Source: an optimization exercise on an open RTL-to-GDS flow (aim: small area and a short achievable clock period). Production flows keep margins and buffers that such runs may drop. The RTL was checked by simulation tests, not by an equivalence proof against the original design. Power is estimated from default activity; no workload was simulated.

==> design.v <==
`timescale 1ns/1ps
module mux2 #( 
  parameter SIZE = 64 )(
  a    ,              
  b    ,        
  sel  ,               
  out   
  );
  input   [SIZE - 1 : 0]   a  ;                   
  input   [SIZE - 1 : 0]   b  ;                 
  input                    sel;                   
  output  [SIZE - 1 : 0]   out;                   
  wire    [SIZE - 1 : 0]   a  ;                   
  wire    [SIZE - 1 : 0]   b  ;                 
  wire                     sel;                   
  wire    [SIZE - 1 : 0]   out;                   
  assign out = sel ? b : a;
endmodule
`timescale 1ns/1ps
module mux4 #( 
  parameter SIZE = 64 )(
  a     ,             
  b     ,       
  c     ,      
  d     ,    
  sel   ,       
  out    
  );
  input  [SIZE - 1 : 0]           a  ;                   
  input  [SIZE - 1 : 0]           b  ;                
  input  [SIZE - 1 : 0]           c  ;                   
  input  [SIZE - 1 : 0]           d  ;                
  input  [1:0]                    sel;                   
  output [SIZE - 1 : 0]           out;                
  wire   [SIZE - 1 : 0]           a  ;                   
  wire   [SIZE - 1 : 0]           b  ;                
  wire   [SIZE - 1 : 0]           c  ;                   
  wire   [SIZE - 1 : 0]           d  ;                
  wire   [1:0]                    sel;                   
  reg    [SIZE - 1 : 0]           out;                
  always @(*) begin
    case( sel )
      2'b00: out = a;
      2'b01: out = b;
      2'b10: out = c;
      2'b11: out = d;
      default: out = 'b0;
    endcase
  end
endmodule
`timescale 1ns/1ps
module dff #( parameter SIZE = 64 )(
  clk    ,              
  rst_n  ,    
  D      ,           
  Q                 
  );
  input                     clk    ;                 
  input                     rst_n  ;              
  input   [SIZE - 1 : 0]    D      ;             
  output  [SIZE - 1 : 0]    Q      ;          
  wire                      clk    ;                 
  wire                      rst_n  ;              
  wire    [SIZE - 1 : 0]    D      ;             
  reg     [SIZE - 1 : 0]    Q      ;          
  always @( posedge clk or negedge rst_n ) begin
    if( ~rst_n ) begin
      Q <= 'b0;
    end
    else begin
      Q <= D;
    end
  end      
endmodule
`timescale 1ns/1ps
module control(
  opcode   ,           
  Reg2Loc  ,           
  RegWrite ,           
  WRegLoc  ,           
  ALUSrc   ,           
  ALUOp    ,           
  SregUp   ,           
  BranchOp ,           
  MemRead  ,           
  MemWrite ,           
  MemtoReg             
  );
  input   [10:0]                  opcode  ;                   
  output                          Reg2Loc ;                
  output                          RegWrite;                
  output                          WRegLoc ;                
  output                          ALUSrc  ;                
  output  [01:0]                  ALUOp   ;                
  output                          SregUp  ;                
  output  [02:0]                  BranchOp;                
  output                          MemRead ;                
  output                          MemWrite;                
  output  [01:0]                  MemtoReg;                
  wire    [10:0]                  opcode  ;                   
  reg                             Reg2Loc ;                
  reg                             RegWrite;                
  reg                             WRegLoc ;                
  reg                             ALUSrc  ;                
  reg     [01:0]                  ALUOp   ;                
  reg                             SregUp  ;                
  reg     [02:0]                  BranchOp;                
  reg                             MemRead ;                
  reg                             MemWrite;                
  reg     [01:0]                  MemtoReg;                
  always @(*) begin
    Reg2Loc  = 'b0;  
    RegWrite = 'b0;
    WRegLoc  = 'b0;
    ALUSrc   = 'b0;
    SregUp   = 'b0;
    BranchOp = 3'b000;
    MemRead  = 'b0;
    MemWrite = 'b0;
    MemtoReg = 'b0;
    casez( opcode )
      11'b10001011000, 11'b11001011000, 11'b10001010000, 11'b10101010000, 11'b10011011000: begin
        RegWrite = 'b1;
      end
      11'b11010011011, 11'b11010011010, 11'b1001000100?, 11'b1001001000?, 11'b1101001000?, 11'b1011001000?, 11'b1101000100?: begin
        RegWrite = 'b1;
        ALUSrc   = 'b1;
      end
      11'b10101011000, 11'b11101010000, 11'b11101011000: begin
        RegWrite = 'b1;
        SregUp   = 'b1;
      end
      11'b1011000100?, 11'b1111001000?, 11'b1111000100?: begin
        RegWrite = 'b1;
        ALUSrc   = 'b1;
        SregUp   = 'b1;
      end
      11'b11111000010: begin
        RegWrite = 'b1;
        ALUSrc   = 'b1;
        MemRead  = 'b1;
        MemtoReg = 'b01;
      end
      11'b11111000000: begin
        Reg2Loc  = 'b1;
        ALUSrc   = 'b1;
        MemWrite = 'b1;
      end
      11'b10110100???: begin
        Reg2Loc  = 'b1;
        SregUp   = 'b1;
        BranchOp = 3'b011;
      end
      11'b10110101???: begin
        Reg2Loc  = 'b1;
        SregUp   = 'b1;
        BranchOp = 3'b100;
      end
      11'b000101?????: begin
        BranchOp = 3'b001;
      end
      11'b01010100???: begin
        BranchOp = 3'b010;
      end
      11'b100101?????: begin
        RegWrite = 'b1;
        BranchOp = 3'b001;
        WRegLoc  = 'b1;  
        MemtoReg = 'b10;
      end
      11'b11010110000: begin
        Reg2Loc  = 'b1;
        BranchOp = 3'b101;
      end
      11'b110100101??: begin
        RegWrite = 'b1;
        ALUSrc   = 'b1;
      end
      11'b111100101??: begin
        Reg2Loc  = 'b1;
        RegWrite = 'b1;
        ALUSrc   = 'b1;
      end
    endcase
  end
  always @(*) begin
    casez( opcode )
      11'b11111000010, 11'b11111000000: begin
        ALUOp = 'b00;
      end
      11'b10110100???, 11'b10110101???: begin
        ALUOp = 'b01;
      end
      11'b10001011000, 11'b11001011000, 11'b10011011000, 11'b10001010000, 11'b10101010000, 11'b11010011011, 11'b11010011010, 11'b11101011000, 11'b10101011000, 11'b11010110000, 11'b1001000100?, 11'b1101000100?, 11'b1111000100?,
      11'b1001001000?, 11'b1011001000?, 11'b1101001000?, 11'b11101010000, 11'b1011000100?, 11'b1111001000?: begin
        ALUOp = 'b10;
      end
      default: begin
        ALUOp = 'b11;
      end
    endcase
  end
endmodule
`timescale 1ns/1ps
module IF( 
  clk         ,             
  rst_n       , 
  ALU_res     ,     
  ALUOut      ,     
  PCSrc       ,     
  pc          ,     
  pc_incr           
  );
  input                       clk      ;                
  input                       rst_n    ;             
  input  [64 - 1 : 0]      ALU_res  ;                   
  input  [64 - 1 : 0]      ALUOut   ;                   
  input  [1:0]                PCSrc    ;                   
  output [64 - 1 : 0]      pc       ;  
  output [64 - 1 : 0]      pc_incr  ;   
  wire                        clk      ;                
  wire                        rst_n    ;             
  wire   [64 - 1 : 0]      ALU_res  ;                   
  wire   [64 - 1 : 0]      ALUOut   ;                   
  wire   [1:0]                PCSrc    ;                   
  wire   [64 - 1 : 0]      pc       ;   
  wire   [64 - 1 : 0]      pc_incr  ;   
  wire [64 - 1 : 0] pc_c;
  wire [64 - 1 : 0] pc_new;
  assign pc_incr = pc + 'd4;
  assign pc = pc_c;
  mux4 #( 
  .SIZE( 64    ) ) mux4_pc(
  .a   ( pc_incr  ) ,  
  .b   ( ALU_res  ) ,  
  .c   ( ALUOut   ) ,  
  .d   ( pc       ) ,  
  .sel ( PCSrc    ) ,
  .out ( pc_new   )
  );
  dff #( 
  .SIZE ( 64  )  ) dff_pc(
  .clk  ( clk    )  ,              
  .rst_n( rst_n  )  ,    
  .D    ( pc_new )  ,           
  .Q    ( pc_c   )             
  );
endmodule
`timescale 1ns/1ps
module reg_file( 
  clk      ,            
  rst_n    ,        
  r_reg1   ,      
  r_reg2   ,      
  w_reg    ,      
  w_data   ,      
  RegWrite ,      
  r_data1  ,      
  r_data2         
  );
  input                     clk     ;                
  input                     rst_n   ;             
  input  [4:0]              r_reg1  ;                   
  input  [4:0]              r_reg2  ;                
  input  [4:0]              w_reg   ;                   
  input  [64 - 1 : 0]    w_data  ;                
  input                     RegWrite;                   
  output [64 - 1 : 0]    r_data1 ;                
  output [64 - 1 : 0]    r_data2 ;                   
  wire                      clk   ;                
  wire                      rst_n   ;             
  wire   [4:0]              r_reg1  ;                   
  wire   [4:0]              r_reg2  ;                
  wire   [4:0]              w_reg   ;                   
  wire   [64 - 1 : 0]    w_data  ;                
  wire                      RegWrite;                   
  wire   [64 - 1 : 0]    r_data1 ;                
  wire   [64 - 1 : 0]    r_data2 ; 
  reg    [64 - 1 : 0]    reg_memory[31:0];
  integer i;
  assign r_data1 = reg_memory[r_reg1];
  assign r_data2 = reg_memory[r_reg2];
  always @( posedge clk or negedge rst_n ) begin
    if( ~rst_n ) begin
      for( i = 0; i < 32; i = i + 1 ) begin
        reg_memory[i] <= 'd0;
      end
    end
    else begin
      if( RegWrite && w_reg != 'd31 ) begin  
        reg_memory[w_reg] <= w_data;
      end
    end
  end      
endmodule
`timescale 1ns/1ps
module sign_extend(
  inst     ,         
  ex_data           
  );
  input   [32 - 1 : 0]    inst    ;                 
  output  [64 - 1 : 0]         ex_data ;               
  wire    [32 - 1 : 0]    inst    ;                 
  reg     [64 - 1 : 0]         ex_data ;               
  always @( * ) begin
    casez(inst[31:21])
      11'b11010011011, 11'b11010011010:
        ex_data = {{(64-6){1'b0}}, inst[15:10]};
      11'b1001000100?, 11'b1001001000?, 11'b1101001000?, 11'b1011001000?, 11'b1101000100?, 11'b1111000100?, 11'b1011000100?, 11'b1111001000?:
        ex_data = {{(64-11){inst[20]}}, inst[20:10]};
      11'b11111000010, 11'b11111000000:
        ex_data = {{(64-9){inst[20]}}, inst[20:12]};
      11'b10110100???, 11'b10110101???, 11'b01010100???:
        ex_data = {{(64-16){inst[20]}}, inst[20:5]};
      11'b000101?????, 11'b100101?????:
        ex_data = {{(64-21){inst[20]}}, inst[20:0]};
      11'b111100101??, 11'b110100101??:
        ex_data = {{(64-16){1'b0}}, inst[20:5]};
      default:
        ex_data = {{(64-32){1'b0}}, inst};
    endcase
  end
endmodule
`timescale 1ns/1ps
module ID( 
  clk      ,            
  rst_n    ,        
  inst     ,        
  RegWrite ,        
  Reg2Loc  ,        
  WRegLoc  ,        
  w_reg    ,        
  w_data   ,        
  r_data1  ,        
  r_data2  ,        
  ex_data           
  );
  input                           clk     ;                
  input                           rst_n   ;             
  input   [32 - 1 : 0]    inst    ;                   
  input                           RegWrite;                
  input                           Reg2Loc ;                
  input                           WRegLoc ; 
  input   [4:0]                   w_reg   ;
  input   [64 - 1 : 0]         w_data  ;                
  output  [64 - 1 : 0]         r_data1 ;                   
  output  [64 - 1 : 0]         r_data2 ;                
  output  [64 - 1 : 0]         ex_data ;
  wire                            clk     ;                
  wire                            rst_n   ;             
  wire    [32 - 1 : 0]    inst    ;                   
  wire                            RegWrite;                
  wire                            Reg2Loc ;                
  wire                            WRegLoc ;  
  wire    [4:0]                   w_reg   ;
  wire    [64 - 1 : 0]         w_data  ;                
  wire    [64 - 1 : 0]         r_data1 ;                   
  wire    [64 - 1 : 0]         r_data2 ;                
  wire    [64 - 1 : 0]         ex_data ;
  wire    [4:0]                   r_reg1  ;
  wire    [4:0]                   r_reg2  ;
  wire    [4:0]                   wr_reg  ;
  assign r_reg1 = inst[9:5];
  mux2 #( 
    .SIZE( 5           )) mux2_read_reg2(
    .a   ( inst[20:16] ), 
    .b   ( inst[4:0]   ), 
    .sel ( Reg2Loc     ), 
    .out ( r_reg2      ) 
  );
  mux2 #( 
    .SIZE( 5           )) mux2_write_reg(
    .a   ( w_reg       ), 
    .b   ( 5'd30       ),  
    .sel ( WRegLoc     ), 
    .out ( wr_reg      ) 
  );
  reg_file reg_file(
  .clk     ( clk       ) ,      
  .rst_n   ( rst_n     ) ,        
  .r_reg1  ( r_reg1    ) ,      
  .r_reg2  ( r_reg2    ) ,      
  .w_reg   ( wr_reg    ) ,      
  .w_data  ( w_data    ) ,      
  .RegWrite( RegWrite  ) ,      
  .r_data1 ( r_data1   ) ,      
  .r_data2 ( r_data2   )        
  );
  sign_extend sign_extend(
  .inst    ( inst    ) ,         
  .ex_data ( ex_data )           
  );
endmodule
`timescale 1ns/1ps
module ALU(
  a        ,      
  b        ,      
  ALUCtl   ,      
  Co       ,      
  Zero     ,      
  ALUOut   ,      
  Overflow ,      
  Negative        
  );
  input  signed [64 - 1 : 0]   a       ;                   
  input  signed [64 - 1 : 0]   b       ;                
  input  [3:0]                    ALUCtl  ;                   
  output                          Co      ;                
  output                          Zero    ;                   
  output signed [64 - 1 : 0]   ALUOut  ;                
  output                          Overflow;                   
  output                          Negative;                   
  wire   signed [64 - 1 : 0]   a       ;                   
  wire   signed [64 - 1 : 0]   b       ;                
  wire   [3:0]                    ALUCtl  ;                   
  wire                            Co      ;                
  wire                            Zero    ;                   
  wire   signed [64 - 1 : 0]   ALUOut  ;                
  reg                             Overflow;                   
  wire                            Negative;                   
  reg           [64 : 0]       ALUTmp;
  reg                             Carry;
  wire          [64 : 0]       sum_add;
  wire          [64 : 0]       sum_sub;
  assign sum_add = {1'b0, a} + {1'b0, b};
  assign sum_sub = {1'b0, a} + {1'b0, ~b} + 1'b1;
  assign ALUOut = ALUTmp[64 - 1 : 0];
  assign Zero = ( ALUOut == 0 );
  assign Co = Carry;  
  assign Negative = ALUOut[64 - 1];
  always @(*) begin
    ALUTmp = 'b1;
    Carry = 1'b0;
    Overflow = 1'b0;
    case( ALUCtl )
      4'b0000: begin
        ALUTmp = {1'b0, a & b};
      end
      4'b0001: begin
        ALUTmp = {1'b0, a | b};
      end
      4'b0010: begin
        ALUTmp = sum_add;
        Carry = sum_add[64];
        Overflow = ( a[64 - 1] == b[64 - 1] ) && ( sum_add[64 - 1] != a[64 - 1] );
      end
      4'b0110: begin
        ALUTmp = sum_sub;
        Carry = sum_sub[64];
        Overflow = ( a[64 - 1] != b[64 - 1] ) && ( sum_sub[64 - 1] != a[64 - 1] );
      end
      4'b0011: begin
        ALUTmp = {1'b0, $unsigned(a) * $unsigned(b)};
      end
      4'b0111: begin
        ALUTmp = {1'b0, b};
      end
      4'b1100: begin
        ALUTmp = {1'b0, ~(a | b)};
      end
      4'b0100: begin     
        ALUTmp = {1'b0, a ^ b};
      end
      4'b1000: begin
        ALUTmp = {1'b0, $unsigned(a) << b[5:0]};
      end
      4'b1001: begin
        ALUTmp = {1'b0, $unsigned(a) >> b[5:0]};
      end
      default: begin
        ALUTmp = 'b1;  
        Overflow = 1'b0;
      end
    endcase
  end
endmodule
`timescale 1ns/1ps
module ALU_control(
  opcode  ,     
  ALUOp   ,     
  ALUCtl        
  );
  input   [10:0]                  opcode;                     
  input   [1:0]                   ALUOp ;               
  output  [3:0]                   ALUCtl;                
  wire    [10:0]                  opcode;                     
  wire    [1:0]                   ALUOp ;               
  reg     [3:0]                   ALUCtl;                
  wire    [4:0]                   ALUTmp1; 
  wire    [12:0]                  ALUTmp2; 
  assign ALUTmp1 = { ALUOp, opcode[9], opcode[8], opcode[3] };
  always @(*) begin
    ALUCtl = 4'b1111;
    case( ALUOp )
      2'b00: begin  
        ALUCtl = 4'b0010;
      end
      2'b01: begin  
        ALUCtl = 4'b0111;
      end
      2'b10: begin
        casez( opcode )
          11'b10001011000, 11'b1001000100?, 11'b1011000100?, 11'b10101011000: begin  
            ALUCtl = 4'b0010;
          end
          11'b11001011000, 11'b1101000100?, 11'b1111000100?, 11'b11101011000: begin
            ALUCtl = 4'b0110;
          end
          11'b11010110000: begin
            ALUCtl = 4'b0111;
          end
          11'b11010011011: begin
            ALUCtl = 4'b1000;
          end
          11'b11010011010: begin
            ALUCtl = 4'b1001;
          end
          11'b10001010000, 11'b1001001000?, 11'b1111001000?, 11'b11101010000: begin
            ALUCtl = 4'b0000;
          end
          11'b10101010000, 11'b1011001000?: begin
            ALUCtl = 4'b0001;
          end
          11'b1101001000?: begin
            ALUCtl = 4'b0100;
          end
          11'b10011011000: begin
            ALUCtl = 4'b0011;
          end
        endcase
      end
      default: begin
        ALUCtl = 4'b1111;
      end
    endcase
  end
endmodule
`timescale 1ns/1ps
module left_shift #( 
  parameter SIZE = 64, 
  parameter OFFSET = 2 )(
  in  ,                  
  out            
  );
  input  [SIZE - 1 : 0]           in  ;                     
  output [SIZE - 1 : 0]           out ;                
  wire   [SIZE - 1 : 0]           in  ;                     
  wire   [SIZE - 1 : 0]           out ;                
  assign out = in << OFFSET;
endmodule
`timescale 1ns/1ps
module status_reg(
  clk       ,           
  rst_n     ,       
  Negative  ,      
  Zero      ,  
  Ci        ,    
  Overflow  , 
  SregUp    ,   
  N         ,   
  Z         ,   
  C         ,   
  V             
  );
  input                           clk       ;              
  input                           rst_n     ;           
  input                           Negative  ;                
  input                           Zero      ;                
  input                           Ci        ;                
  input                           Overflow  ;                
  input                           SregUp    ;                
  output                          N         ;                
  output                          Z         ;                
  output                          C         ;                
  output                          V         ;                
  wire                            clk       ;              
  wire                            rst_n     ;           
  wire                            Negative  ;                
  wire                            Zero      ;                
  wire                            Ci        ;                
  wire                            Overflow  ;                
  wire                            SregUp    ;                
  reg                             N         ;                
  reg                             Z         ;                
  reg                             C         ;                
  reg                             V         ;                
  always @( posedge clk or negedge rst_n ) begin
    if( ~rst_n ) begin
      {N, Z, V, C} <= 4'b0000;
    end
    else if( SregUp ) begin
      {N, Z, V, C} <= {Negative, Zero, Overflow, Ci};
    end
  end      
endmodule
`timescale 1ns/1ps
module EX(
  clk          ,
  rst_n        ,
  r_data1      ,       
  r_data2      ,       
  ex_data      ,       
  inst         ,       
  ALUOp        ,       
  ALUSrc       ,       
  SregUp       ,       
  pc           ,       
  ALUOut       ,       
  ALU_res      ,       
  N            ,       
  Z            ,       
  C            ,       
  V                    
  );
  input                           clk          ;                  
  input                           rst_n        ;                  
  input  [64 - 1 : 0]          r_data1      ;                  
  input  [64 - 1 : 0]          r_data2      ;               
  input  [64 - 1 : 0]          ex_data      ;                  
  input  [32 - 1 : 0]     inst         ;               
  input  [1:0]                    ALUOp        ;                  
  input                           ALUSrc       ;                  
  input                           SregUp       ;                  
  input  [64 - 1 : 0]          pc           ;               
  output [64 - 1 : 0]          ALUOut       ;                  
  output [64 - 1 : 0]          ALU_res      ;                  
  output                          N            ;     
  output                          Z            ;     
  output                          C            ;     
  output                          V            ;     
  wire                            clk          ;                  
  wire                            rst_n        ;                  
  wire   [64 - 1 : 0]          r_data1      ;                  
  wire   [64 - 1 : 0]          r_data2      ;               
  wire   [64 - 1 : 0]          ex_data      ;                  
  wire   [32 - 1 : 0]     inst         ;               
  wire   [1:0]                    ALUOp        ;                  
  wire                            ALUSrc       ;                  
  wire                            SregUp       ;                  
  wire   [64 - 1 : 0]          pc           ;               
  wire   [64 - 1 : 0]          ALUOut       ;                  
  wire   [64 - 1 : 0]          ALU_res      ;                  
  wire                            N            ;
  wire                            Z            ;
  wire                            V            ;
  wire                            C            ;
  wire   [64 - 1 : 0]          ALU_data2    ;
  wire   [3:0]                    ALUCtl       ;
  wire                            Co           ;
  wire                            Zero         ;
  wire                            Overflow     ;
  wire                            Negative     ;
  wire   [64 - 1 : 0]          shift_ex_data;
  mux2 #( 
  .SIZE( 64     )) mux2_ALU(
  .a   ( r_data2   ),
  .b   ( ex_data   ), 
  .sel ( ALUSrc    ),
  .out ( ALU_data2 )
  );
  ALU_control ALU_control(
  .opcode( inst[31:21] )  ,     
  .ALUOp ( ALUOp       )  ,     
  .ALUCtl( ALUCtl      )        
  );
  ALU ALU_EX(
  .a        ( r_data1   ),      
  .b        ( ALU_data2 ),      
  .ALUCtl   ( ALUCtl    ),      
  .Co       ( Co        ),      
  .Zero     ( Zero      ),      
  .ALUOut   ( ALUOut    ),      
  .Overflow ( Overflow  ),      
  .Negative ( Negative  )       
  );
  status_reg status_reg(
  .clk      ( clk      ) ,           
  .rst_n    ( rst_n    ) ,       
  .Negative ( Negative ) ,      
  .Zero     ( Zero     ) ,  
  .Ci       ( Co       ) ,    
  .Overflow ( Overflow ) , 
  .SregUp   ( SregUp   ) ,   
  .N        ( N        ) ,   
  .Z        ( Z        ) ,   
  .C        ( C        ) ,   
  .V        ( V        )     
  );
  left_shift #(
  .SIZE  ( 64            ) , 
  .OFFSET( 2             ) ) left_shift_2bits (
  .in    ( ex_data       ) ,                  
  .out   ( shift_ex_data )            
  );
  ALU ALU_ADD(
  .a        ( pc            ),      
  .b        ( shift_ex_data ),      
  .ALUCtl   ( 4'b0010      ),      
  .Co       (               ),      
  .Zero     (               ),      
  .ALUOut   ( ALU_res       ),      
  .Overflow (               ),      
  .Negative (               )       
  );
endmodule
`timescale 1ns/1ps
module br_control(
  BranchOp     ,     
  ConBr_type   ,     
  Zero         ,     
  Negative     ,     
  Overflow     ,     
  Co           ,     
  PCSrc              
  );
  input  [2:0]                    BranchOp    ;                   
  input  [4:0]                    ConBr_type  ;                
  input                           Zero        ;                   
  input                           Negative    ;                   
  input                           Overflow    ;                   
  input                           Co          ;                   
  output [1:0]                    PCSrc       ;                
  wire   [2:0]                    BranchOp    ;                   
  wire   [4:0]                    ConBr_type  ;                
  wire                            Zero        ;                   
  wire                            Negative    ;                   
  wire                            Overflow    ;                   
  wire                            Co          ;                   
  reg    [1:0]                    PCSrc       ;                
  always @(*) begin
    PCSrc = 'b0;
    case( BranchOp ) 
      3'b001:
        PCSrc = 'b01;
      3'b011:
        if( Zero ) begin
          PCSrc = 'b01;
        end
      3'b100: begin
        if( ~Zero ) begin
          PCSrc = 'b01;
        end
      end
      3'b101:
        PCSrc = 'b10;
      3'b110:
        PCSrc = 'b11;
      3'b010: begin
        case( ConBr_type )
          5'b00001: PCSrc = ( Zero == 1 ); 
          5'b00010: PCSrc = ( Zero == 0 );
          5'b01110: PCSrc = ( Negative != Overflow );
          5'b00100: PCSrc = ( ( Zero == 1 ) || ( Negative != Overflow ) );
          5'b01111: PCSrc = ( ( Zero == 0 ) && ( Negative == Overflow ) );
          5'b01101: PCSrc = ( Negative == Overflow );
          5'b00101: PCSrc = ( Co == 0 );
          5'b01100: PCSrc = ( ( Co == 0 ) || ( Zero == 1 ) );
          5'b01011: PCSrc = ( ( Co == 1 ) && ( Zero == 0 ) );
          5'b00011: PCSrc = ( Co == 1 );
          5'b00111: PCSrc = ( Negative == 1 );
          5'b01000: PCSrc = ( Negative == 0 );
          5'b01001: PCSrc = ( Overflow == 1 );
          5'b01010: PCSrc = ( Overflow == 0 );
          5'b11111, 5'b00000: PCSrc = 'b01;
          default:   PCSrc = 'b0;
        endcase
      end
      default: PCSrc = 'b0;
    endcase
  end
endmodule
`timescale 1ns/1ps
module write_back(
  ALUOut   ,        
  r_data   ,        
  pc_incr  ,        
  r_data2  ,        
  MemtoReg ,        
  inst     ,        
  w_data            
  );
  input  [64 - 1 : 0]          ALUOut  ;                   
  input  [64 - 1 : 0]          r_data  ;                
  input  [64 - 1 : 0]          pc_incr ;                   
  input  [64 - 1 : 0]          r_data2 ;                   
  input  [1:0]                    MemtoReg;                   
  input  [32 - 1 : 0]     inst    ;                   
  output [64 - 1 : 0]          w_data  ;                   
  wire   [64 - 1 : 0]          ALUOut  ;                   
  wire   [64 - 1 : 0]          r_data  ;                
  wire   [64 - 1 : 0]          pc_incr ;                   
  wire   [64 - 1 : 0]          r_data2 ;                   
  wire   [1:0]                    MemtoReg;                   
  wire   [32 - 1 : 0]     inst    ;                   
  reg    [64 - 1 : 0]          w_data  ;                   
  wire   [6:0]                    mov_shift;
  wire   [10:0]                   opcode   ;
  assign mov_shift = inst[22:21] << 4;
  assign opcode    = inst[31:21];
  always @(*) begin
    casez( opcode )
      11'b110100101??:   w_data = (inst[20:5] << mov_shift);
      11'b111100101??: 
        case( mov_shift )
          0:  w_data = {r_data2[16+:48], inst[20:5]};
          16: w_data = {r_data2[32+:32], inst[20:5], r_data2[0+:16]};
          32: w_data = {r_data2[48+:16], inst[20:5], r_data2[0+:32]};
          48: w_data = {inst[20:5],  r_data2[0+:48]}; 
          default: w_data = 'b0;
        endcase
      default: 
        case( MemtoReg )
          0: w_data = ALUOut;
          1: w_data = r_data;
          2: w_data = pc_incr; 
          default: w_data = 'b0;
        endcase
    endcase
  end
endmodule
`timescale 1ns/1ps
module PipelineDatapath( 
  clk       ,            
  rst_n     ,        
  RegWrite  ,
  Reg2Loc   ,
  WRegLoc   ,
  ALUOp     ,
  ALUSrc    ,
  BranchOp  ,       
  SregUp    ,
  MemtoReg  ,
  MemRead   ,
  MemWrite  ,
  inst      ,    
  r_data    ,
  pc        ,
  ALUOut    ,
  o_MemRead ,
  o_MemWrite,
  o_opcode  ,
  MemData        
  );
  input                           clk       ;               
  input                           rst_n     ;
  input                           RegWrite  ;
  input                           Reg2Loc   ;
  input                           WRegLoc   ;
  input    [01: 0]                ALUOp     ;
  input                           ALUSrc    ;
  input    [02: 0]                BranchOp  ;
  input                           SregUp    ;                  
  input    [01: 0]                MemtoReg  ;
  input                           MemWrite  ;            
  input                           MemRead   ;            
  input    [32 - 1 : 0]   inst      ;
  input    [64 - 1 : 0]        r_data    ;
  output   [64 - 1 : 0]        pc        ;
  output   [64 - 1 : 0]        ALUOut    ;
  output                          o_MemWrite;            
  output                          o_MemRead ;  
  output   [10:0]                 o_opcode  ;
  output   [64 - 1 : 0]        MemData   ;
  wire                            clk       ;               
  wire                            rst_n     ;  
  wire                            RegWrite  ;
  wire                            Reg2Loc   ;
  wire                            WRegLoc   ;
  wire     [01: 0]                ALUOp     ;
  wire                            ALUSrc    ;
  wire     [02: 0]                BranchOp  ;
  wire                            SregUp    ;                  
  wire     [01: 0]                MemtoReg  ;
  wire                            MemWrite  ;            
  wire                            MemRead   ;            
  wire     [32 - 1 : 0]   inst      ;
  wire     [64 - 1 : 0]        r_data    ;
  wire     [64 - 1 : 0]        pc        ;
  wire     [64 - 1 : 0]        ALUOut    ;
  wire                            o_MemWrite;            
  wire                            o_MemRead ;  
  wire     [10:0]                 o_opcode  ;
  wire     [64 - 1 : 0]        MemData   ;
  localparam IF_ID_REG_SIZE = 96,  
             ID_EX_REG_SIZE = 301, 
             EX_MEM_REG_SIZE = 297,
             MEM_WB_REG_SIZE = 292;
  localparam ID_EX_CON_SIZE  = 13,
             EX_MEM_CON_SIZE = 9,
             MEM_WB_CON_SIZE = 4;
  wire     [IF_ID_REG_SIZE  - 1 : 0]   IF_ID_reg ;
  wire     [ID_EX_REG_SIZE  - 1 : 0]   ID_EX_reg ;
  wire     [EX_MEM_REG_SIZE - 1 : 0]   EX_MEM_reg;
  wire     [MEM_WB_REG_SIZE - 1 : 0]   MEM_WB_reg;
  wire     [IF_ID_REG_SIZE  - 1 : 0]   IF_ID_tmp ;
  wire     [ID_EX_REG_SIZE  - 1 : 0]   ID_EX_tmp ;
  wire     [EX_MEM_REG_SIZE - 1 : 0]   EX_MEM_tmp;
  wire     [MEM_WB_REG_SIZE - 1 : 0]   MEM_WB_tmp;
  wire     [32 - 1 : 0]        IF_ID_inst; 
  wire     [64 - 1 : 0]             IF_ID_pc  ; 
  wire     [ID_EX_CON_SIZE - 1 : 0]    ID_EX_Control_tmp; 
  wire     [32 - 1 : 0]        ID_EX_inst   ; 
  wire     [64 - 1 : 0]             ID_EX_pc     ; 
  wire     [64 - 1 : 0]             ID_EX_ex_data; 
  wire     [64 - 1 : 0]             ID_EX_r_data2; 
  wire     [64 - 1 : 0]             ID_EX_r_data1; 
  wire     [ID_EX_CON_SIZE - 1 : 0]    ID_EX_Control; 
  wire                                 ID_EX_ALUSrc ;
  wire     [1:0]                       ID_EX_ALUOp  ;
  wire                                 ID_EX_SregUp ;
  wire     [64 - 1 : 0]             ID_r_data1   ;
  wire     [64 - 1 : 0]             ID_r_data2   ;
  wire     [64 - 1 : 0]             ID_ex_data   ;
  wire     [4:0]                       ID_w_reg     ;
  wire     [EX_MEM_CON_SIZE - 1 : 0]   EX_MEM_Control_tmp;
  wire     [32 - 1 : 0]        EX_MEM_inst    ; 
  wire     [64 - 1 : 0]             EX_MEM_pc      ; 
  wire     [64 - 1 : 0]             EX_MEM_r_data2 ;  
  wire     [64 - 1 : 0]             EX_MEM_ALUOut  ; 
  wire     [64 - 1 : 0]             EX_MEM_ALU_res ; 
  wire     [ID_EX_CON_SIZE - 1 : 0]    EX_MEM_Control ; 
  wire     [2:0]                       EX_MEM_BranchOp;
  wire                                 EX_MEM_MemRead ;
  wire                                 EX_MEM_MemWrite;
  wire                                 EX_MEM_N       ;
  wire                                 EX_MEM_Z       ;
  wire                                 EX_MEM_V       ;
  wire                                 EX_MEM_C       ;
  wire     [64 - 1 : 0]             EX_ALUOut ; 
  wire     [64 - 1 : 0]             EX_ALU_res; 
  wire                                 EX_N      ;
  wire                                 EX_Z      ;
  wire                                 EX_V      ;
  wire                                 EX_C      ;
  wire     [MEM_WB_CON_SIZE - 1 : 0]   MEM_WB_Control_tmp;
  wire     [32 - 1 : 0]        MEM_WB_inst    ; 
  wire     [64 - 1 : 0]             MEM_WB_pc      ; 
  wire     [64 - 1 : 0]             MEM_WB_r_data  ;  
  wire     [64 - 1 : 0]             MEM_WB_r_data2 ;  
  wire     [64 - 1 : 0]             MEM_WB_ALUOut  ; 
  wire     [MEM_WB_CON_SIZE - 1 : 0]   MEM_WB_Control ; 
  wire     [64 - 1 : 0]             MEM_WB_w_data  ; 
  wire                                 MEM_WB_RegWrite;
  wire                                 MEM_WB_WRegLoc ;
  wire     [1:0]                       MEM_WB_MemtoReg;
  wire     [1:0]                       MEM_PCSrc      ;
  wire     [64 - 1 : 0]             MEM_r_data     ;
  IF IF( 
  .clk    ( clk              ) ,             
  .rst_n  ( rst_n            ) , 
  .ALU_res( EX_MEM_ALU_res   ) ,     
  .ALUOut ( EX_MEM_ALUOut    ) ,     
  .PCSrc  ( MEM_PCSrc        ) ,     
  .pc     ( pc               ) ,     
  .pc_incr(                  )       
  );
  assign IF_ID_tmp = {pc, inst};
  dff #( 
  .SIZE ( IF_ID_REG_SIZE  )  ) dff_IF_ID_reg(
  .clk  ( clk         )  ,              
  .rst_n( rst_n       )  ,    
  .D    ( IF_ID_tmp   )  ,           
  .Q    ( IF_ID_reg   )             
  );
  assign IF_ID_inst = IF_ID_reg[31:00];
  assign IF_ID_pc   = IF_ID_reg[95:32];
  assign o_opcode   = IF_ID_inst[31:21];
  ID ID( 
  .clk     ( clk             ) ,            
  .rst_n   ( rst_n           ) ,        
  .inst    ( IF_ID_inst      ) ,        
  .RegWrite( MEM_WB_RegWrite ) ,        
  .Reg2Loc ( Reg2Loc         ) ,        
  .WRegLoc ( MEM_WB_WRegLoc  ) ,        
  .w_reg   ( ID_w_reg        ) ,        
  .w_data  ( MEM_WB_w_data   ) ,        
  .r_data1 ( ID_r_data1      ) ,        
  .r_data2 ( ID_r_data2      ) ,        
  .ex_data ( ID_ex_data      )          
  );
  assign ID_EX_Control_tmp = {ALUSrc, ALUOp, SregUp, BranchOp, MemRead, MemWrite, RegWrite, WRegLoc, MemtoReg};
  assign ID_EX_tmp = {ID_EX_Control_tmp, ID_r_data1, ID_r_data2, ID_ex_data, IF_ID_pc, IF_ID_inst};
  dff #( 
  .SIZE ( ID_EX_REG_SIZE  )  ) dff_ID_EX_reg(
  .clk  ( clk         )  ,              
  .rst_n( rst_n       )  ,    
  .D    ( ID_EX_tmp   )  ,           
  .Q    ( ID_EX_reg   )             
  );
  assign ID_EX_inst      = ID_EX_reg[000+:32];
  assign ID_EX_pc        = ID_EX_reg[032+:64];
  assign ID_EX_ex_data   = ID_EX_reg[096+:64];
  assign ID_EX_r_data2   = ID_EX_reg[160+:64];
  assign ID_EX_r_data1   = ID_EX_reg[224+:64];
  assign ID_EX_Control   = ID_EX_reg[288+:ID_EX_CON_SIZE];
  assign ID_EX_ALUSrc = ID_EX_Control[(ID_EX_CON_SIZE-1)];
  assign ID_EX_ALUOp  = ID_EX_Control[(ID_EX_CON_SIZE-2)-:2];
  assign ID_EX_SregUp = ID_EX_Control[(ID_EX_CON_SIZE-4)-:1];
  EX EX(
  .clk      ( clk       )    ,           
  .rst_n    ( rst_n     )    ,       
  .r_data1  ( ID_EX_r_data1   )    ,       
  .r_data2  ( ID_EX_r_data2   )    ,       
  .ex_data  ( ID_EX_ex_data   )    ,       
  .inst     ( ID_EX_inst      )    ,       
  .ALUOp    ( ID_EX_ALUOp     )    ,       
  .ALUSrc   ( ID_EX_ALUSrc    )    ,       
  .SregUp   ( ID_EX_SregUp    )    ,       
  .pc       ( ID_EX_pc        )    ,       
  .ALUOut   ( EX_ALUOut       )    ,       
  .ALU_res  ( EX_ALU_res      )    ,       
  .N        ( EX_N            )    ,       
  .Z        ( EX_Z            )    ,       
  .C        ( EX_C            )    ,       
  .V        ( EX_V            )            
  );
  assign EX_MEM_Control_tmp = ID_EX_Control[EX_MEM_CON_SIZE - 1 : 0];
  assign EX_MEM_tmp = {EX_MEM_Control_tmp, EX_ALU_res, EX_ALUOut, ID_EX_r_data2, ID_EX_pc, ID_EX_inst};
  dff #( 
  .SIZE ( EX_MEM_REG_SIZE  )  ) dff_EX_MEM_reg(
  .clk  ( clk         )  ,              
  .rst_n( rst_n       )  ,    
  .D    ( EX_MEM_tmp  )  ,           
  .Q    ( EX_MEM_reg  )             
  );
  assign EX_MEM_inst      = EX_MEM_reg[000+:32];
  assign EX_MEM_pc        = EX_MEM_reg[032+:64];
  assign EX_MEM_r_data2   = EX_MEM_reg[096+:64]; 
  assign EX_MEM_ALUOut    = EX_MEM_reg[160+:64];
  assign EX_MEM_ALU_res   = EX_MEM_reg[224+:64];
  assign EX_MEM_Control   = EX_MEM_reg[288+:EX_MEM_CON_SIZE];
  assign EX_MEM_BranchOp  = EX_MEM_Control[(EX_MEM_CON_SIZE - 1) -: 3];
  assign EX_MEM_MemRead   = EX_MEM_Control[(EX_MEM_CON_SIZE - 4)];
  assign EX_MEM_MemWrite  = EX_MEM_Control[(EX_MEM_CON_SIZE - 5)];
  assign o_MemRead        = EX_MEM_MemRead ;
  assign o_MemWrite       = EX_MEM_MemWrite;
  assign EX_MEM_N = EX_N;
  assign EX_MEM_Z = EX_Z;
  assign EX_MEM_V = EX_V;
  assign EX_MEM_C = EX_C;
  assign MemData = EX_MEM_r_data2;
  assign ALUOut  = EX_MEM_ALUOut;
  assign MEM_r_data = r_data;
  br_control MEM(
  .BranchOp   ( EX_MEM_BranchOp  )  ,     
  .ConBr_type ( EX_MEM_inst[4:0] )  ,     
  .Zero       ( EX_MEM_Z         )  ,     
  .Negative   ( EX_MEM_N         )  ,     
  .Overflow   ( EX_MEM_V         )  ,     
  .Co         ( EX_MEM_C         )  ,     
  .PCSrc      ( MEM_PCSrc        )        
  );
  assign MEM_WB_Control_tmp = EX_MEM_Control[MEM_WB_CON_SIZE - 1 : 0];
  assign MEM_WB_tmp = {MEM_WB_Control_tmp, EX_MEM_ALUOut, EX_MEM_r_data2, MEM_r_data, EX_MEM_pc, EX_MEM_inst};
  dff #( 
  .SIZE ( MEM_WB_REG_SIZE  )  ) dff_MEM_WB_reg(
  .clk  ( clk         )  ,              
  .rst_n( rst_n       )  ,    
  .D    ( MEM_WB_tmp  )  ,           
  .Q    ( MEM_WB_reg  )             
  );
  assign MEM_WB_inst      = MEM_WB_reg[000+:32];
  assign MEM_WB_pc        = MEM_WB_reg[032+:64] + 'd4; 
  assign MEM_WB_r_data    = MEM_WB_reg[096+:64];  
  assign MEM_WB_r_data2   = MEM_WB_reg[160+:64];  
  assign MEM_WB_ALUOut    = MEM_WB_reg[224+:64];
  assign MEM_WB_Control   = MEM_WB_reg[288+:MEM_WB_CON_SIZE];
  assign MEM_WB_RegWrite  = MEM_WB_Control[(MEM_WB_CON_SIZE - 1)];
  assign MEM_WB_WRegLoc   = MEM_WB_Control[(MEM_WB_CON_SIZE - 2)];
  assign MEM_WB_MemtoReg  = MEM_WB_Control[(MEM_WB_CON_SIZE - 3) -: 2];
  write_back WB(
  .ALUOut  ( MEM_WB_ALUOut   ) ,        
  .r_data  ( MEM_WB_r_data   ) ,        
  .pc_incr ( MEM_WB_pc       ) ,        
  .r_data2 ( MEM_WB_r_data2  ) ,        
  .MemtoReg( MEM_WB_MemtoReg ) ,        
  .inst    ( MEM_WB_inst     ) ,        
  .w_data  ( MEM_WB_w_data   )          
  );
  assign ID_w_reg = MEM_WB_inst[4:0];
endmodule
`timescale 1ns/1ps
module PipelineCPU(
  clk     ,              
  rst_n   ,         
  IDB     ,   
  IAB     ,   
  DDB_in  ,   
  DDB_out ,   
  DAB     ,   
  MemWrite,   
  MemRead     
  );
  input                           clk     ;  
  input                           rst_n   ;                
  input   [32 - 1 : 0]    IDB     ;
  input   [64 - 1 : 0]         DDB_in  ;
  output  [64 - 1 : 0]         DDB_out ;
  output  [64 - 1 : 0]         IAB     ;
  output  [64 - 1 : 0]         DAB     ;
  output                          MemWrite;            
  output                          MemRead ;            
  wire                            clk     ; 
  wire                            rst_n   ;               
  wire    [32 - 1 : 0]    IDB     ;
  wire    [64 - 1 : 0]         DDB_in  ;
  wire    [64 - 1 : 0]         DDB_out ;
  wire    [64 - 1 : 0]         IAB     ;                
  wire    [64 - 1 : 0]         DAB     ;                
  wire                            MemWrite;            
  wire                            MemRead ;            
  wire    [10:0]                  opcode  ;                   
  wire                            ctl_Reg2Loc ;                
  wire                            ctl_RegWrite;                
  wire                            ctl_WRegLoc ;                
  wire                            ctl_ALUSrc  ;                
  wire    [01:0]                  ctl_ALUOp   ;                
  wire                            ctl_SregUp  ;                
  wire    [02:0]                  ctl_BranchOp;               
  wire                            ctl_MemRead ;                
  wire                            ctl_MemWrite;                
  wire    [01: 0]                 ctl_MemtoReg; 
  wire    [64 - 1 : 0]         w_data  ;
  wire    [64 - 1 : 0]         r_data  ;
  assign DDB_out = w_data;
  assign r_data  = DDB_in;
  control control_path(
  .opcode  ( opcode       ) ,           
  .Reg2Loc ( ctl_Reg2Loc  ) ,           
  .RegWrite( ctl_RegWrite ) ,           
  .WRegLoc ( ctl_WRegLoc  ) ,           
  .ALUSrc  ( ctl_ALUSrc   ) ,           
  .ALUOp   ( ctl_ALUOp    ) ,           
  .SregUp  ( ctl_SregUp   ) ,           
  .BranchOp( ctl_BranchOp ) ,           
  .MemRead ( ctl_MemRead  ) ,           
  .MemWrite( ctl_MemWrite ) ,           
  .MemtoReg( ctl_MemtoReg )             
  );
  PipelineDatapath data_path(
  .clk       ( clk           ),            
  .rst_n     ( rst_n         ),        
  .RegWrite  ( ctl_RegWrite  ),
  .Reg2Loc   ( ctl_Reg2Loc   ),
  .WRegLoc   ( ctl_WRegLoc   ),
  .ALUOp     ( ctl_ALUOp     ),
  .ALUSrc    ( ctl_ALUSrc    ),
  .BranchOp  ( ctl_BranchOp  ),
  .SregUp    ( ctl_SregUp    ),
  .MemtoReg  ( ctl_MemtoReg  ),
  .MemRead   ( ctl_MemRead   ),
  .MemWrite  ( ctl_MemWrite  ),
  .inst      ( IDB           ),
  .r_data    ( r_data        ),
  .pc        ( IAB           ),
  .ALUOut    ( DAB           ),
  .o_MemRead ( MemRead       ),
  .o_MemWrite( MemWrite      ),
  .o_opcode  ( opcode        ),
  .MemData   ( w_data        )
  );
endmodule
==> run.sh <==
#!/bin/bash
# synth_recipe.tcl (not shown) runs the flow's synth.tcl, then flattens the netlist and writes it again
# the make line also repeats each setting of config.mk as NAME=value (left out here)
make -C /OpenROAD-flow-scripts/flow DESIGN_CONFIG=/design/flow/config.mk WORK_HOME=/design/flow/orfs CLKGATE_MAP_FILE= SYNTH_SCRIPT=/design/flow/synth_recipe.tcl finish
==> config.mk <==
export PLATFORM = sky130hd
export DESIGN_NAME = PipelineCPU
export DESIGN_NICKNAME = PipelineCPU
export VERILOG_FILES = /design/flow/design.v
export SDC_FILE = /design/flow/constraint.sdc
export NUM_CORES = 8
export LEC_CHECK = 0
export CAP_MARGIN = 35
export CORE_MARGIN = 2
export CORE_UTILIZATION = 40
export SETUP_SLACK_MARGIN = 0.3
export SLEW_MARGIN = 35
==> constraint.sdc <==
create_clock -name core_clock -period 12.5 [get_ports {clk}]
set_input_delay 2.5000 -clock core_clock [delete_from_list [all_inputs] [get_ports {clk}]]
set_output_delay 2.5000 -clock core_clock [all_outputs]
set_load 0.01 [all_outputs]
==> impl_metrics.tcl <==
set metrics [dict create \
    synth-xor-area-share 0.0132 \
    synthMuxAreaShare 0.0262 \
    synth_cell_types 95 \
    io_buffers 291 \
    core-area_um2 528000 \
    worst_slew_pin_slew_ns 1.26 \
    antenna_found_initial 142 \
    cap_violations 0 \
    async_flop_share 1.00 \
    drtIter0Drc 30900 \
    synthTopCellsByArea "dfrtp_1 36%, fa_1 17%, nand2_1 6.4%" \
    cp-start-kind "flop" \
    path_clk_slew_ns 0.08 \
    synth_edf_count 0 \
    vias_per_cell 6.73 \
    max_freq_ghz 0.0829 \
    synth_ff_type "dfrtp_1" \
    rsz0062_at_grt "false" \
    insertion_delay_ns 0.98 \
    synth.avg_cell_area_um2 9.28 \
    synthTopCellsByCount "3616 x nand2_1, 3066 x dfrtp_1, 2342 x o21ai_0" \
    yosysTopAreaCell "dfrtp_1" \
    synth-seq-cells 3066 \
    status "no timing/DRC/antenna violations" \
    timing.slew.headroom 0.159 \
    drc 0 \
    peakVddDrop_mv 0.118 \
    wirelength_mm 1230 \
    hold_buffers 0 \
    start_util 0.401 \
    required_ns 13.37 \
    setup_tns_ns 0 \
    crit_slowest_cell "inv_1" \
    setup_viol 0 \
    vias 201000 \
    crit_type "flop to flop" \
    htree_num_levels 5 \
    slowest_delay_ns 0.61 \
    critical_path.max_fanout 12 \
    ys_warn_count 15 \
    ys_seq_area_frac 0.362 \
    synth_fa_ha_area_frac 0.207 \
    grt_max_degree 170 \
    grt_use_total 0.448 \
    grt.overflow.total 0 \
    dp_cells 29100 \
    hold_path.class "flop to flop" \
    clock-sinks 3066 \
    grt_pass1_wl_mm 1660 \
    cts_buffer_depth 4 \
    die_x_um 732 \
    area_growth_pct 12.2 \
    synthCells 22800 \
    ant_nets 0 \
    post-route-period-util 0.965 \
    globalplace.congestion 1.09 \
    synth-simple-area-share 0.127 \
    final_cells 29800 \
    fill_cells 51100 \
    dieArea_um2 536000 \
    synth_area_um2 212000 \
    drive_above_1_share 0.0878 \
    wl_per_cell_um 41.2 \
    period_minus_slack_ns 12.06 \
    post-dp-hpwl_mm 837 \
    synth_top_family_by_area "adder cells" \
    cpMostUsedCell "fa_1" \
    synth_top_area_frac 0.362 \
    ctsRootBufferMaster "clkbuf_16" \
    yosysMostFrequentCell "nand2_1" \
    hold_viol 0 \
    rows 267 \
    cts_tree "done" \
    ios 292 \
    critical_path_arrival_ns 12.93 \
    syn_nets 25400 \
    drt_pass1_iterations 12 \
    grt_pass1_vias 193000 \
    cts_made_buffers 296 \
    skew_ns 0.110 \
    layout.nets 24900 \
    critPathCaptureType "flop" \
    p_per_area_nw_per_um2 94.1 \
    synth_compound_area_frac 0.188 \
    finalMaxSlewViolations 0 \
    die_height_um 732 \
    p_leak_uw 0.106 \
]
==> layout by cell type (no fill, tap or decap), types with 568 or more instances in the layout <==
cell type     n
buf_4       815
nand2_1    3584
nor2_1     1427
a22o_1      589
a22oi_1     810
a221oi_1    616
inv_1      2165
fa_1       1834
dfrtp_1    3018
ha_1        568
o21ai_0    2267
==> area by class of cell <==
| cell class | count | area, um2 | share of cell area |
|---|---|---|---|
| multi-input combinational | 15600 | 121000 | 0.509 |
| sequential | 3066 | 76800 | 0.323 |
| timing repair buffer | 1289 | 12400 | 0.0521 |
| tap | 6994 | 8750 | 0.0368 |
| clock buffer | 410 | 8630 | 0.0363 |
| inverter | 2197 | 8280 | 0.0348 |
| clock inverter | 106 | 1510 | 0.00633 |
| antenna | 183 | 458 | 0.00193 |
==> layer usage <==
layer / global-route usage / wire (um) / vias to the layer above
li1: - / - / 77000
met1: 0.532 / 429000 / 100000
met2: 0.632 / 500000 / 17400
met3: 0.183 / 169000 / 5788
met4: 0.373 / 129000 / 80
met5: 0.00285 / 672 / -
==> stage by stage <==
step	utilization	power [uW]	instance area (um2)	hold WS [ns]	worst slack, ns
final	0.450	22400	238000	0.253	0.438
after global routing	0.449	22800	237000	0.262	0.322
after CTS	0.448	22200	237000	0.263	0.300
after detailed placement	0.429	12700	226000	0.335	0.252
after global placement	0.427	12600	225000	0.331	0.0959
after floorplan	-	11400	212000	0.331	0.364
==> state kept, by name, summed over array words and instances, names as in the netlist <==
register	count
data_path.EX.status_reg.C	1
data_path.EX.status_reg.N	1
data_path.EX.status_reg.V	1
data_path.EX.status_reg.Z	1
data_path.ID.reg_file.reg_memory	2048
data_path.IF.dff_pc.Q	64
data_path.dff_EX_MEM_reg.Q	294
data_path.dff_ID_EX_reg.Q	269
data_path.dff_IF_ID_reg.Q	96
data_path.dff_MEM_WB_reg.Q	291
==> cell families after synthesis <==
logic type / Yosys count
and+or+nand+nor: 6437
AOI/OAI and AO/OA: 5982
buffers and inverters: 4206
DFF: 3066
adders and majority gates: 2406
muxes: 430
xor gates and xnor gates: 320
==> final timing paths <==
path / from / endpoint / slack (ns) / depth (start not counted)
max in group asynchronous: rst_n / data_path.dff_EX_MEM_reg.Q[198] / 8.04 / 6
min: data_path.dff_IF_ID_reg.Q[89] / data_path.dff_ID_EX_reg.Q[89] / 0.25 / 0
min in group asynchronous: rst_n / data_path.ID.reg_file.reg_memory[5][45] / 1.41 / 1
min reg2reg: data_path.dff_IF_ID_reg.Q[89] / data_path.dff_ID_EX_reg.Q[89] / 0.25 / 0
max reg2reg: data_path.dff_ID_EX_reg.Q[300] / data_path.EX.status_reg.Z / 0.44 / 38
max: data_path.dff_ID_EX_reg.Q[300] / data_path.EX.status_reg.Z / 0.44 / 38
==> report_power, final <==
group	switching, uW	total (uW)	internal (uW)
clock	4250	9760	5510
combinational	1560	2150	587
sequential	310	10500	10200
total	6120	22400	16300
==> critical path: cells and delay by family (launching register included) <==
kind / cells / cell delay, ns
multiplexers: 1 / 0.59
flip-flops: 1 / 0.57
AND/OR/NAND/NOR: 4 / 0.71
AO/OA/AOI/OAI: 9 / 2.00
adder cells (fa/ha/maj): 12 / 5.96
buffers and inverters: 12 / 2.08
==> repair_timing <==
action | CTS | global route
setup buffers | 0 | 5
resized for setup | 2 | 14
endpoints found under the setup margin | 2 | 5
hold endpoints to repair | 0 | 0
pin swaps | 0 | 1

-- port drivers added, routing unchanged --
In the flow no input, the clock included, has a driving cell. The finished layout below was timed again as built, in two steps.
Step 1 assumes that a clkbuf_16 drives the clock port and a buf_2 every other input.
Step 2 moves the port delays by t, midway between the first and last clock arrival at a register: inputs arrive t later, outputs are due t later. That takes back most of the time a late clock gives input paths.
Slacks: ideal ports / drivers / drivers and shift; pairs: ideal ports / drivers.
t (ns): 1.030
slack for setup (ns): 0.438 / 0.438 / 0.438
worst setup path after step 2: register to register
After both steps setup and hold are still met in this run. For this run, drivers alone change the setup slack by 0.000 ns; drivers and shift together by 0.000 ns.
